Background: an optimization exercise with open tools, aiming at small area. Do not read the settings as production practice. The RTL was checked by simulation tests, not by an equivalence proof against the original design. Power figures rest on the tool's default switching activity, not on a simulated workload.

// axis_fir_15
module axis_fir_15 #
    (
        parameter integer C_S00_AXIS_TDATA_WIDTH    = 64,
        parameter integer C_M00_AXIS_TDATA_WIDTH    = 64
    )
    (
        input wire  s00_axis_aclk, s00_axis_aresetn,
        input wire  s00_axis_tlast, s00_axis_tvalid,
        input wire [C_S00_AXIS_TDATA_WIDTH-1 : 0] s00_axis_tdata,
        input wire [(C_S00_AXIS_TDATA_WIDTH/8)-1: 0] s00_axis_tstrb,
        output logic  s00_axis_tready,
        input wire  m00_axis_aclk, m00_axis_aresetn,
        input wire  m00_axis_tready,
        output logic  m00_axis_tvalid, m00_axis_tlast,
        output logic [C_M00_AXIS_TDATA_WIDTH-1 : 0] m00_axis_tdata,
        output logic [(C_M00_AXIS_TDATA_WIDTH/8)-1: 0] m00_axis_tstrb
    );
Size in the first run: roughly 150 I/O pins, ~120000 um2 of cells after synthesis.
export LEC_CHECK = 0
export CAP_MARGIN = 20
export CORE_MARGIN = 2
export CORE_UTILIZATION = 60
export CTS_BUF_LIST = sky130_fd_sc_hd__clkbuf_8
export CTS_CLUSTER_DIAMETER = 60
export CTS_CLUSTER_SIZE = 16
export SLEW_MARGIN = 20
export SYNTH_HIERARCHICAL = 1
create_clock -name core_clock -period 12.0 [get_ports {s00_axis_aclk}]
standard.sh (not shown) runs the stock make flow with config.mk's settings and CLKGATE_MAP_FILE= SYNTH_SCRIPT=/design/flow/synth_recipe.tcl, a recipe that flattens the netlist after the stock synthesis.
==> flow/flow/run.sh <==
#!/bin/bash
set -euo pipefail
export BUFFER_PORTS_ARGS="-buffer_cell sky130_fd_sc_hd__buf_1"
export CTS_ARGS="-sink_clustering_enable -repair_clock_nets -buf_list sky130_fd_sc_hd__clkbuf_8 -sink_clustering_size 20 -sink_clustering_max_diameter 50 -dont_use_dummy_load"
bash standard.sh > standard.log 2>&1
Change:
==> flow/run.sh (new file) <==
#!/bin/bash
# synth_recipe.tcl (not shown) runs the flow's synth.tcl, then flattens the netlist and writes it again
# the make line also repeats each setting of config.mk as NAME=value (left out here)
make -C /OpenROAD-flow-scripts/flow DESIGN_CONFIG=/design/flow/config.mk WORK_HOME=/design/flow/orfs CLKGATE_MAP_FILE= SYNTH_SCRIPT=/design/flow/synth_recipe.tcl finish
removed: flow/flow/run.sh
removed: flow/standard.sh
The new run completed without violations; sequential power barely changes; cell area rose slightly; clock power barely changes; area after synthesis does not change; worst setup slack gains 74 ps; synthesized cell count stays the same.
Change:
==> flow/flow/run.sh (new file) <==
#!/bin/bash
set -euo pipefail
export BUFFER_PORTS_ARGS="-buffer_cell sky130_fd_sc_hd__buf_1"
export CTS_ARGS="-sink_clustering_enable -repair_clock_nets -buf_list sky130_fd_sc_hd__clkbuf_8 -sink_clustering_size 16 -sink_clustering_max_diameter 60 -dont_use_dummy_load"
bash standard.sh > standard.log 2>&1
==> flow/standard.sh (new file) <==
#!/bin/bash
# synth_recipe.tcl (not shown) runs the flow's synth.tcl, then flattens the netlist and writes it again
# the make line also repeats each setting of config.mk as NAME=value (left out here)
make -C /OpenROAD-flow-scripts/flow DESIGN_CONFIG=/design/flow/config.mk WORK_HOME=/design/flow/orfs CLKGATE_MAP_FILE= SYNTH_SCRIPT=/design/flow/synth_recipe.tcl "${@:-finish}"
removed: flow/run.sh
What happened: Maximum frequency came out lower by 0.67%. Setup slack degrades by 66 ps. Final area drops by 1.1%. Total power is lower by 2.3%.

---

axis_fir_15, a different RTL version from the one above (not shown whole).
Size: ~7900 cells after synthesis, roughly 3300 flip-flops, about 150 I/O pins.
==> flow/config.mk <==
export PLATFORM = sky130hd
export DESIGN_NAME = axis_fir_15
export DESIGN_NICKNAME = axis_fir_15
export VERILOG_FILES = /design/flow/design.v
export SDC_FILE = /design/flow/constraint.sdc
export NUM_CORES = 8
export LEC_CHECK = 0
export CAP_MARGIN = 20
export CORE_MARGIN = 2
export CORE_UTILIZATION = 75
export CTS_BUF_LIST = sky130_fd_sc_hd__clkbuf_8
export CTS_CLUSTER_DIAMETER = 60
export CTS_CLUSTER_SIZE = 16
export SLEW_MARGIN = 20
export SYNTH_HIERARCHICAL = 1
==> flow/constraint.sdc <==
create_clock -name core_clock -period 12.0 [get_ports {s00_axis_aclk}]
set_input_delay 2.4000 -clock core_clock [delete_from_list [all_inputs] [get_ports {s00_axis_aclk}]]
set_output_delay 2.4000 -clock core_clock [all_outputs]
set_load 0.01 [all_outputs]
==> flow/flow/run.sh <==
#!/bin/bash
set -euo pipefail
export BUFFER_PORTS_ARGS="-buffer_cell sky130_fd_sc_hd__buf_1"
export CTS_ARGS="-sink_clustering_enable -repair_clock_nets -buf_list {sky130_fd_sc_hd__clkbuf_4 sky130_fd_sc_hd__clkbuf_8} -sink_clustering_buffer sky130_fd_sc_hd__clkbuf_4 -sink_clustering_size 10 -sink_clustering_max_diameter 40 -dont_use_dummy_load"
bash standard.sh > standard.log 2>&1
The baseline completed with no timing, DRC or antenna violations.
==> next run, changes <==
==> flow/flow/run.sh (replaced) <==
#!/bin/bash
set -euo pipefail
export BUFFER_PORTS_ARGS="-buffer_cell sky130_fd_sc_hd__buf_1"
export CTS_ARGS="-sink_clustering_enable -repair_clock_nets -buf_list sky130_fd_sc_hd__clkbuf_8 -sink_clustering_size 18 -sink_clustering_max_diameter 60 -dont_use_dummy_load"
bash standard.sh > standard.log 2>&1
Result:
- non-clock buffer count shrinks by 2
- synthesized area does not change
- sequential power hardly moves
- worst setup slack is worse by 0.10 ns
- clock skew shrinks by 0.011 ns
- wire length is lower slightly
- utilization falls by 0.38 points

---

Setup of job 6779:
axis_fir_15 with an RTL version that a note above also has.
Size: roughly 120,000 sq um of cells after synthesis.
## axis_fir_15
module axis_fir_15 #
    (
        parameter integer C_S00_AXIS_TDATA_WIDTH    = 64,
        parameter integer C_M00_AXIS_TDATA_WIDTH    = 64
    )
    (
        input wire  s00_axis_aclk, s00_axis_aresetn,
        input wire  s00_axis_tlast, s00_axis_tvalid,
        input wire [C_S00_AXIS_TDATA_WIDTH-1 : 0] s00_axis_tdata,
        input wire [(C_S00_AXIS_TDATA_WIDTH/8)-1: 0] s00_axis_tstrb,
        output logic  s00_axis_tready,
        input wire  m00_axis_aclk, m00_axis_aresetn,
        input wire  m00_axis_tready,
        output logic  m00_axis_tvalid, m00_axis_tlast,
        output logic [C_M00_AXIS_TDATA_WIDTH-1 : 0] m00_axis_tdata,
        output logic [(C_M00_AXIS_TDATA_WIDTH/8)-1: 0] m00_axis_tstrb
    );
Settings: LEC_CHECK=0, CAP_MARGIN=20, CORE_MARGIN=2, CORE_UTILIZATION=60, CTS_BUF_LIST=sky130_fd_sc_hd__clkbuf_8, CTS_CLUSTER_DIAMETER=50, CTS_CLUSTER_SIZE=12, SLEW_MARGIN=20, SYNTH_HIERARCHICAL=1; clock period 12.0 ns.
run.sh (not shown) runs the stock make flow with config.mk's settings and CLKGATE_MAP_FILE= SYNTH_SCRIPT=/design/flow/synth_recipe.tcl, a recipe that flattens the netlist after the stock synthesis.
Stock flow here: none of the scripts above is used.
[inputs] job 342 vs job 6779
- a change of CTS_BUF_LIST from sky130_fd_sc_hd__clkbuf_8 to sky130_fd_sc_hd__clkbuf_4
- a change of CTS_CLUSTER_SIZE from 12 to 8
- a change of CTS_CLUSTER_DIAMETER from 50 to 40
## What came out
- Lower minimum period implied by the final worst setup slack among job 342 and job 6779: job 6779
- Relative to job 6779, job 342 degrades overall power consumption.
- Compared job 6779 against job 342; sequential share of layout area within noise.
Relative to job 342, the following input files were edited for job 948:
- changing CTS_CLUSTER_DIAMETER from 40 to 60
- changing CTS_BUF_LIST from sky130_fd_sc_hd__clkbuf_4 to sky130_fd_sc_hd__clkbuf_8
- changing CTS_CLUSTER_SIZE from 8 to 16
==> flow/flow/run.sh (new file) <==
#!/bin/bash
set -euo pipefail
export BUFFER_PORTS_ARGS="-buffer_cell sky130_fd_sc_hd__buf_1"
export CTS_ARGS="-sink_clustering_enable -repair_clock_nets -buf_list sky130_fd_sc_hd__clkbuf_16 -sink_clustering_size 30 -sink_clustering_max_diameter 80 -dont_use_dummy_load"
bash standard.sh > standard.log 2>&1
==> flow/standard.sh (new file) <==
#!/bin/bash
# synth_recipe.tcl (not shown) runs the flow's synth.tcl, then flattens the netlist and writes it again
# the make line also repeats each setting of config.mk as NAME=value (left out here)
make -C /OpenROAD-flow-scripts/flow DESIGN_CONFIG=/design/flow/config.mk WORK_HOME=/design/flow/orfs CLKGATE_MAP_FILE= SYNTH_SCRIPT=/design/flow/synth_recipe.tcl "${@:-finish}"
removed: flow/run.sh
- No stage failed in job 948, and the final checks on the layout all came back clean.
- Register-to-register setup slack for job 948: 0.02 ns down relative to job 342
- Going from job 342 to job 948, worst slack after detailed placement went down; largest buffer count on any clock path went down.
- Job 342 leaves more setup margin than job 948.
- Against job 342, job 948 comes in 385 lower on net count reported at finish.
- When job 948 is measured against job 342, its combinational fraction of design power turns out 0.8 points higher.
- Diff job 342 and job 948: delay of the slowest cell on the worst path lower in job 948
- Going from job 342 to job 948, post-synthesis to final-layout area growth has decreased; total power has decreased; combinational power has decreased.
Here is what was changed in the inputs of job 325 compared with job 948.
- changing CTS_CLUSTER_SIZE from 16 to 24
- changing CTS_BUF_LIST from sky130_fd_sc_hd__clkbuf_8 to sky130_fd_sc_hd__clkbuf_16
- changing CTS_CLUSTER_DIAMETER from 60 to 80
==> flow/run.sh (new file) <==
#!/bin/bash
# synth_recipe.tcl (not shown) runs the flow's synth.tcl, then flattens the netlist and writes it again
# the make line also repeats each setting of config.mk as NAME=value (left out here)
make -C /OpenROAD-flow-scripts/flow DESIGN_CONFIG=/design/flow/config.mk WORK_HOME=/design/flow/orfs CLKGATE_MAP_FILE= SYNTH_SCRIPT=/design/flow/synth_recipe.tcl finish
removed: flow/flow/run.sh
removed: flow/standard.sh
### Flow results
- Job 325 finished all stages; the layout is clean.
- Job 325 ended up with sky130_fd_sc_hd__nor2b_4 as its cell at the slowest stage of the critical path; job 948 ended up with sky130_fd_sc_hd__o21ai_4.
- On later-pin clock latency in the skew report, job 948 and job 325 are neck and neck.
- Looking at internal power summed over all cells, job 325 sits about 3.4% higher than job 948 does.
- Power: job 325 draws more than job 948
- Comparing job 948 and job 325, the lower maximum number of pins on one net before global-route repair is on job 948.

==> re-timing with driven ports <==
No port has a modelled driver above. Below, the same layouts with a new extraction and two added sets of constraints.
Step 1 (the two cells are an assumption about what drives the block):
set clk [get_ports {s00_axis_aclk}]
set_driving_cell -lib_cell sky130_fd_sc_hd__clkbuf_16 $clk
set_driving_cell -lib_cell sky130_fd_sc_hd__buf_2 [delete_from_list [all_inputs] $clk]
Step 2 also shifts input and output timing later by t, the mid clock arrival at the registers, as if the neighbouring blocks saw the same clock.
a / b / c = no drivers / after step 1 / after step 2; a / b = the first two.
run | shift t [ns] | setup slack, ns | worst hold slack (ns) | worst setup path at the end | cell pins on the clock port's net
the first run of note 1 | 1.091 | 2.180 / 2.180 / 2.180 | 0.335 / 0.335 / 0.335 | register to register | 1
the second run of note 1 | 1.099 | 2.253 / 2.253 / 2.253 | 0.393 / 0.393 / 0.393 | register to register | 1
the third run of note 1 | 1.044 | 2.187 / 2.187 / 2.187 | 0.365 / 0.365 / 0.365 | register to register | 1
the first run of note 2 | 1.064 | 1.219 / 1.219 / 1.219 | 0.429 / 0.429 / 0.429 | register to register | 1
the second run of note 2 | 0.996 | 1.119 / 1.119 / 1.119 | 0.444 / 0.444 / 0.444 | register to register | 1
job 6779 | 1.113 | 2.290 / 2.290 / 2.290 | 0.391 / 0.391 / 0.391 | register to register | 1
job 342 | 1.392 | 2.134 / 2.134 / 2.134 | 0.384 / 0.384 / 0.384 | register to register | 1
job 948 | 0.883 | 2.117 / 2.117 / 2.117 | 0.380 / 0.380 / 0.380 | register to register | 1
job 325 | 0.916 | 2.244 / 2.244 / 2.244 | 0.408 / 0.408 / 0.408 | register to register | 1
After both steps setup and hold are still met in every run listed.
